Background: an optimization exercise with open tools, aiming at small area. Do not read the settings as production practice.
At most, simulation tests tie the RTL to the original design; equivalence was not proved.
No functional check of the RTL was part of run 2.
Power is estimated from default activity; no workload was simulated.

$ cat flow/flow/run.sh
#!/bin/bash
# Standard ORFS layout, except that the port buffers buffer_ports inserts are the
# smallest buffer (buf_1) rather than the cell buffer_ports picks by default.
set -euo pipefail
export BUFFER_PORTS_ARGS="-buffer_cell sky130_fd_sc_hd__buf_1"
bash standard.sh finish > standard_finish.log 2>&1
$ cat flow/standard.sh
#!/bin/bash
# synth_recipe.tcl (not shown) runs the flow's synth.tcl, then flattens the netlist and writes it again
# the make line also repeats each setting of config.mk as NAME=value (left out here)
make -C /OpenROAD-flow-scripts/flow DESIGN_CONFIG=/design/flow/config.mk WORK_HOME=/design/flow/orfs CLKGATE_MAP_FILE= SYNTH_SCRIPT=/design/flow/synth_recipe.tcl "${@:-finish}"
$ cat flow/config.mk
export PLATFORM = sky130hd
export DESIGN_NAME = data_checker
export DESIGN_NICKNAME = data_checker
export VERILOG_FILES = /design/flow/design.v
export SDC_FILE = /design/flow/constraint.sdc
export NUM_CORES = 4
export LEC_CHECK = 0
export CAP_MARGIN = 20
export CORE_MARGIN = 2
export CORE_UTILIZATION = 40
export SLEW_MARGIN = 20
$ cat flow/constraint.sdc
create_clock -name core_clock -period 3.5 [get_ports {clock}]
set_input_delay 0.7000 -clock core_clock [delete_from_list [all_inputs] [get_ports {clock}]]
set_output_delay 0.7000 -clock core_clock [all_outputs]
set_load 0.01 [all_outputs]
$ cat flow/design.v
module data_checker
(
    input clock, resetn,
    output reg[19:0] ERRORS,
    output reg[ 9:0] SECONDS,
    input[255:0] AXIS_TDATA,
    input        AXIS_TVALID
);
    wire [15:0] bit_differs;
    genvar i, k;
    generate
        for (i = 0; i < 16; i = i + 1) begin : g_bit
            wire [15:0] column;
            for (k = 0; k < 16; k = k + 1) begin : g_lane
                assign column[k] = AXIS_TDATA[16*k + i];
            end
            assign bit_differs[i] = (|column) & ~(&column);
        end
    endgenerate
    wire error_beat = AXIS_TVALID & (|bit_differs);
    localparam [9:0] TIMER_START = 10'd1014;
    reg  [9:0] second_timer;
    wire tick = &{second_timer[8:4], second_timer[2:0]};
    wire [9:0] timer_next = {second_timer[8:0], ~(second_timer[9] ^ second_timer[2])};
    always @(posedge clock) begin
        if (resetn == 0) begin
            ERRORS       <= 0;
            SECONDS      <= 0;
            second_timer <= TIMER_START;
        end else begin
            ERRORS       <= ERRORS + error_beat;
            SECONDS      <= SECONDS + tick;
            second_timer <= tick ? TIMER_START : timer_next;
        end
    end
endmodule
==> results of run 1 <==
[metrics by stage]
step | cells | setup slack (ns)
6_report | 713 | 0.3585
5_1_grt | 713 | 0.2964
2_1_floorplan | 333 | 0.5635
4_1_cts | 706 | 0.4117
3_3_place_gp | 699 | 0.1536
3_5_place_dp | 699 | 0.1131
[layout make-up]
class / count / area share [%]
inverter: 5 / 0.4693
sequential: 40 / 20.03
clock inverter: 1 / 0.1252
multi-input combinational: 284 / 47.22
tap: 80 / 2.503
timing repair buffer: 290 / 27.41
clock buffer: 6 / 1.815
antenna: 7 / 0.4380
[worst max-delay path by stage]
stage                               start          to  slack, ns  depth (start not counted)
final                      AXIS_TDATA[39]  ERRORS[13]       0.36                         12
after global routing      AXIS_TDATA[236]  ERRORS[13]       0.30                         12
after global placement    AXIS_TDATA[236]  ERRORS[13]       0.15                         12
after floorplan           AXIS_TDATA[232]  ERRORS[13]       0.56                         11
after detailed placement   AXIS_TDATA[39]  ERRORS[13]       0.11                         12
after CTS                  AXIS_TDATA[39]  ERRORS[13]       0.41                         12
[layer usage]
metal / global-route usage [%] / part of all wire [%] / vias up
met4: 15.91 / 3.0 / 2
met2: 56.43 / 46 / 250
li1: - / - / 1996
met1: 45.47 / 40 / 1959
met3: 8.762 / 11 / 33
met5: 0 / 0.091 / -
[synth_stat cells]
cell / number
nand3_1: 9
ha_1: 4
xnor2_1: 15
a21boi_1: 1
inv_1: 5
or4_1: 16
o21ai_0: 5
nor3b_2: 1
a22oi_1: 7
and3_1: 5
dfxtp_1: 40
xor2_1: 8
nand4_1: 88
nand2_1: 5
or2_2: 1
nand2b_1: 7
and4_4: 1
and3_2: 1
o21a_1: 1
nor2_1: 6
nor4_1: 65
a22oi_2: 1
nor2b_1: 2
clkbuf_1: 4
a21boi_0: 3
or3_1: 4
and2_1: 25
and4_1: 2
nand4_4: 1
[power breakdown]
part	internal, uW	switching [uW]	leakage [uW]
logic	93.2	117	0.000763
registers	466	6.81	0.000325
clock network	136	151	0.0000411
total	695	275	0.00113
[cells by family (layout without fill, tap and decap cells)]
kind of cell / after synthesis / count (layout) / synth area share [%]
adder cells (fa/ha/maj): 4 / 4 / 1.838
AND/OR/NAND/NOR: 239 / 239 / 55.42
buffers and inverters: 9 / 302 / 1.241
other: 0 / 7 / 0
AO/OA/AOI/OAI: 18 / 18 / 4.687
flip-flops: 40 / 40 / 29.41
XOR/XNOR: 23 / 23 / 7.399
[sequential cells by signal, summed over array words and instances, names as in the netlist]
register / cells
second_timer: 10
SECONDS: 10
ERRORS: 20
[worst max-delay path: stages]
cell and delay, ns:
buf_1 0.08, nor4_1 0.52, nand4_1 0.17, a22oi_1 0.28, nand4_1 0.19, o21a_1 0.22
ha_1 0.23, and3_1 0.21, and3_2 0.25, and3_1 0.20, xor2_1 0.13, and2_1 0.15
[cells in the final DEF, fill, tap and decap left out, drive strengths merged, types with 5 or more instances in the layout]
cell type  count
nand4         89
xor2           8
xnor2         15
or4           16
a22oi          8
dfxtp         40
inv            5
nand3          9
nor4          65
diode          7
o21ai          5
nand2          5
buf          290
and2          25
nor2           6
clkbuf         6
and3           6
nand2b         7
==> impl_metrics.json, run 1 <==
{
  "start_util_pct": 40.75,
  "syn2layout_area_growth_pct": 46.88,
  "critPathArrivalTime_ns": 3.32,
  "slew_violations": 0,
  "cts-buffers-inserted": 5,
  "maxCapViolations": 0,
  "path_max_fanout": 5,
  "h-tree-depth": 2,
  "syn_avg_cell_area_um2": 8.176,
  "timing.fmax_mhz": 318.3,
  "holdPathStages": 1,
  "grt_pass1_wl_mm": 19.80,
  "start_kind": "primary input",
  "syn_area_um2": 2723,
  "min-delay-path-class": "reg -> reg",
  "clkTransAtPathRegs_ns": 0.07,
  "fin_crit_sh_pct": 89.76,
  "min_from": "second_timer[3]",
  "drive_gt1_share_pct": 2.236,
  "synth_cell_type_count": 29,
  "routed_wl_mm": 14.26,
  "vias_per_cell": 5.947,
  "die_area_um2": 7482,
  "tightest_slew_ns": 0.7477,
  "period_needed_ns": 3.142,
  "antenna_found_initial": 8,
  "area.sequential_um2": 800.8,
  "fin_hold_ws_ns": 0.4179,
  "clk_latency_ns": 0.29,
  "fin_nets": 889,
  "fin_util_pct": 59.85,
  "grt_setup_unrepaired": "false",
  "slew_headroom_pct": 50.15,
  "syn_nets": 596,
  "post_cts_buffers": 0,
  "synth_top_area_cell": "dfxtp_1",
  "grt.overflow.total": 0,
  "powerDensity_nw_per_um2": 242.4,
  "leakage_uw": 0.001128,
  "track_usage_pct": 35.48,
  "cts.sinks": 40,
  "grt_start_max_net_pins": 22,
  "tns_ns": 0,
  "grt_pass1_vias": 3780,
  "routabilityCongestion": 0.9273,
  "die_height_um": 86.50,
  "drtPass1Iterations": 5,
  "io_pins": 289,
  "worst_r2r_startpoint": "second_timer[2]",
  "num_rows": 30,
  "hpwl_mm": 12.55,
  "hold_viol_final": 0,
  "ys_warn_count": 1,
  "worst_ep_required_time_ns": 3.68,
  "ys_ff_latch": 40,
  "setup_violations": 0,
  "drtAntennaViolNets": 0,
  "cts_tree": "done",
  "fin_skew_ns": 0.008335,
  "vias": 4240,
  "status": "complete, no violations",
  "num-fill-cells": 719,
  "cts_root_buffer": "clkbuf_8",
  "r2r_slack_ns": 1.66,
  "cts.path.max_buffers": 2,
  "hold_buffers": 0,
  "wl_per_cell_um": 20.00,
  "crit_type": "in -> reg",
  "portBuffers": 288,
  "r2r_cells": 7,
  "drtIter0Drc": 307,
  "synth_area_leaders": "dfxtp_1, nand4_1, nor4_1, and2_1, xnor2_1",
  "p_total_uw": 969.2,
  "cts_resized": 0,
  "synth_top_area_share_pct": 29.41,
  "fp.dieW_um": 86.50,
  "multi_input_area_um2": 1888,
  "r2r_end": "SECONDS[8]",
  "coreArea_um2": 6681,
  "fin_area_um2": 3999,
  "synthCells": 333,
  "end_kind": "register",
  "peakVddDrop_mv": 0.2713,
  "seq_area_frac_synth_pct": 29.41,
  "hold_end": "second_timer[4]",
  "drc": 0,
  "post_dp_cell_area_um2": 3904
}
==> run 2: changes to the inputs <==
--- a/flow/design.v
+++ b/flow/design.v
@@ -20,6 +20,4 @@
     wire error_beat = AXIS_TVALID & (|bit_differs);
-    localparam [9:0] TIMER_START = 10'd1014;
-    reg  [9:0] second_timer;
-    wire tick = &{second_timer[8:4], second_timer[2:0]};
-    wire [9:0] timer_next = {second_timer[8:0], ~(second_timer[9] ^ second_timer[2])};
+    reg [9:0] second_timer;
+    wire tick = &{second_timer[9:5], second_timer[2:0]};
     always @(posedge clock) begin
@@ -28,3 +26,3 @@
             SECONDS      <= 0;
-            second_timer <= TIMER_START;
+            second_timer <= 0;
         end else begin
@@ -32,3 +30,3 @@
             SECONDS      <= SECONDS + tick;
-            second_timer <= tick ? TIMER_START : timer_next;
+            second_timer <= tick ? 10'd0 : second_timer + 10'd1;
         end
==> impl_metrics.json, run 2 <==
{
  "timing.fmax_mhz": 333.1,
  "routabilityCongestion": 0.9735,
  "tightest_slew_ns": 0.6042,
  "vias_per_cell": 5.739,
  "drtAntennaViolNets": 0,
  "syn2layout_area_growth_pct": 46.42,
  "wl_per_cell_um": 18.08,
  "synth_flop_cell": "dfxtp_1",
  "critPathArrivalTime_ns": 3.19,
  "powerDensity_nw_per_um2": 239.5,
  "path_max_fanout": 4,
  "place_ws_ns": 0.1650,
  "io_pins": 289,
  "final.setup.worst_slack_ns": 0.4976,
  "synth_area_leaders": "dfxtp_1, nand4_1, nor4_1, xnor2_1, and2_1",
  "fin_crit_sh_pct": 85.78,
  "tns_ns": 0,
  "ys_warn_count": 1,
  "ys_ff_latch": 40,
  "synth_top_area_share_pct": 28.46,
  "hold_buffers": 0,
  "track_usage_pct": 32.44,
  "drtIter0Drc": 187,
  "start_kind": "primary input",
  "async_flop_share_pct": 0,
  "syn_avg_cell_area_um2": 8.040,
  "coreArea_um2": 6794,
  "start_util_pct": 41.42,
  "clkTransAtPathRegs_ns": 0.08,
  "end_kind": "register",
  "status": "complete, no violations",
  "cts.sinks": 40,
  "leakage_uw": 0.001130,
  "fin_skew_ns": 0.01385,
  "seq_area_frac_synth_pct": 28.46,
  "top_regs": "ERRORS x20, SECONDS x10, second_timer x10",
  "area.sequential_um2": 800.8,
  "maxCapViolations": 0,
  "slew_violations": 0,
  "die_height_um": 87.88,
  "grt_pass1_wl_mm": 18.91,
  "slew_headroom_pct": 59.45,
  "cts_tree": "done",
  "cts_resized": 0,
  "largest_register_ffs": 20,
  "hold_viol_final": 0,
  "r2r_slack_ns": 1.40,
  "cts_root_buffer": "clkbuf_8",
  "drive_gt1_share_pct": 1.866,
  "p_total_uw": 986.9,
  "synth_top_area_cell": "dfxtp_1",
  "grt_setup_unrepaired": "false",
  "peakVddDrop_mv": 0.2110,
  "layout_commonest_cell": "buf_1",
  "fp.dieW_um": 87.88,
  "fin_util_pct": 60.64,
  "num-fill-cells": 698,
  "vias": 4287,
  "drc": 0,
  "die_area_um2": 7722,
  "crit_type": "in -> reg",
  "syn_nets": 614,
  "r2r_cells": 8,
  "slowest_stage": "or4_1",
  "regMostFlops": "ERRORS",
  "num_rows": 30,
  "synthCells": 350,
  "cts.path.max_buffers": 2,
  "netlist_top_cells_count": "nand4_1, nor4_1, dfxtp_1, and2_1",
  "period_needed_ns": 3.002,
  "routed_wl_mm": 13.51,
  "min-delay-path-class": "reg -> reg",
  "synth_cell_type_count": 30,
  "worst_ep_required_time_ns": 3.69,
  "fin_nets": 906,
  "synth_edf_count": 0,
  "post_cts_buffers": 0,
  "fin_hold_ws_ns": 0.4556,
  "cts-buffers-inserted": 5,
  "setup_violations": 0,
  "holdPathStages": 1,
  "portBuffers": 288,
  "multi_input_area_um2": 1982,
  "path_cells": "buf_1, nand4_1, or4_1, a22oi_1, nand4_1, o21a_1, ha_1, ha_1, nand2_1, and4bb_2, nand3_1, xnor2_1, and2_1",
  "synth.most_common_cell": "nand4_1",
  "grt_start_max_net_pins": 33,
  "grt_pass1_vias": 3996,
  "clk_latency_ns": 0.29,
  "h-tree-depth": 2,
  "drtPass1Iterations": 4,
  "worst_path_largest_cell_delay_ns": 0.53,
  "grt.overflow.total": 0,
  "most-common-layout-cells": "buf_1, nand4_1, nor4_1",
  "syn_area_um2": 2814,
  "hpwl_mm": 11.81,
  "antenna_found_initial": 6
}
-- run 2: cell count changes after synthesis, sizes merged, moves of 3 or more --
| cell | delta |
|---|---|
| xnor2 | +3 |
| nand3 | +9 |
| nand2b | -7 |
| nor2 | +7 |
| xor2 | +4 |
| nand2 | +3 |
-- run 2: metal layers --
metal  vias to the layer above  track usage, %  share of wire [%]
li1                       2055               -                  -
met1                      1956           29.86                 33
met2                       231           63.84                 55
met3                        45           5.749                6.7
met4                         0           21.54                5.0
met5                         -               0                  0
-- run 2: area by class of cell --
class | instances | area share, %
multi-input cells | 302 | 48.10
repair buffers | 289 | 26.42
flip-flops and latches | 40 | 19.44
well taps | 96 | 2.915
clock buffers | 7 | 2.095
diodes | 8 | 0.4859
inverters | 4 | 0.3644
clock inverters | 1 | 0.1822
-- run 2: through the flow --
step | std cells | area, um2
4_1_cts | 739 | 4100
2_1_floorplan | 350 | 2814
3_3_place_gp | 731 | 4006
6_report | 747 | 4120
5_1_grt | 745 | 4115
3_5_place_dp | 731 | 4006
-- run 2: kinds of logic (layout without fill, tap and decap cells) --
kind of cell | Yosys count | in the layout | share of synthesized area, %
AND/OR/NAND/NOR | 249 | 249 | 54.42
flip-flops | 40 | 40 | 28.46
XOR/XNOR | 30 | 30 | 9.337
AO/OA/AOI/OAI | 18 | 18 | 4.446
buffers and inverters | 8 | 301 | 1.111
adder cells (fa/ha/maj) | 5 | 5 | 2.223
other | 0 | 8 | 0
-- run 2: path summary, 6_finish.rpt --
| kind | from | to |
|---|---|---|
| min reg2reg | second_timer[0] | second_timer[0] |
| max reg2reg | second_timer[0] | SECONDS[8] |
| min | second_timer[0] | second_timer[0] |
| max | AXIS_TDATA[181] | ERRORS[16] |
-- run 2: power by group --
group	leakage (uW)	internal, uW	switching (uW)
combinational	0.000762	88.7	114
sequential	0.000323	460	4.18
clock	0.0000445	160	160
-- run 2: critical path, delay by kind of cell --
kind	cells	cell delay, ns
AND/OR/NAND/NOR	7	1.43
adder cells (fa/ha/maj)	2	0.42
XOR/XNOR	1	0.06
buffers and inverters	1	0.10
AO/OA/AOI/OAI	2	0.48

static timing again, ports no longer ideal:
In the flow no input, the clock included, has a driving cell. The finished layouts below were timed again as built, in two steps. Step 1, drivers: a clkbuf_16 drives clock and a buf_2 each remaining input, both assumed. Step 2 times the ports against the registers' clock, not the clock port: input delays grow and output delays shrink by t, the midpoint of the rising clock arrivals with the driver on. a / b / c = no drivers / after step 1 / after step 2; a / b = the first two.
run | t, ns | setup WS [ns] | hold slack, ns | pins driven straight from the clock port
run 1 | 0.311 | 0.358 / 0.350 / 0.039 | 0.418 / 0.418 / 0.418 | 1
run 2 | 0.315 | 0.498 / 0.466 / 0.152 | 0.456 / 0.456 / 0.456 | 1
After both steps setup and hold are still met in every run listed. For run 2, which loses most, drivers alone change the setup slack by -0.032 ns; drivers and shift together by -0.346 ns.
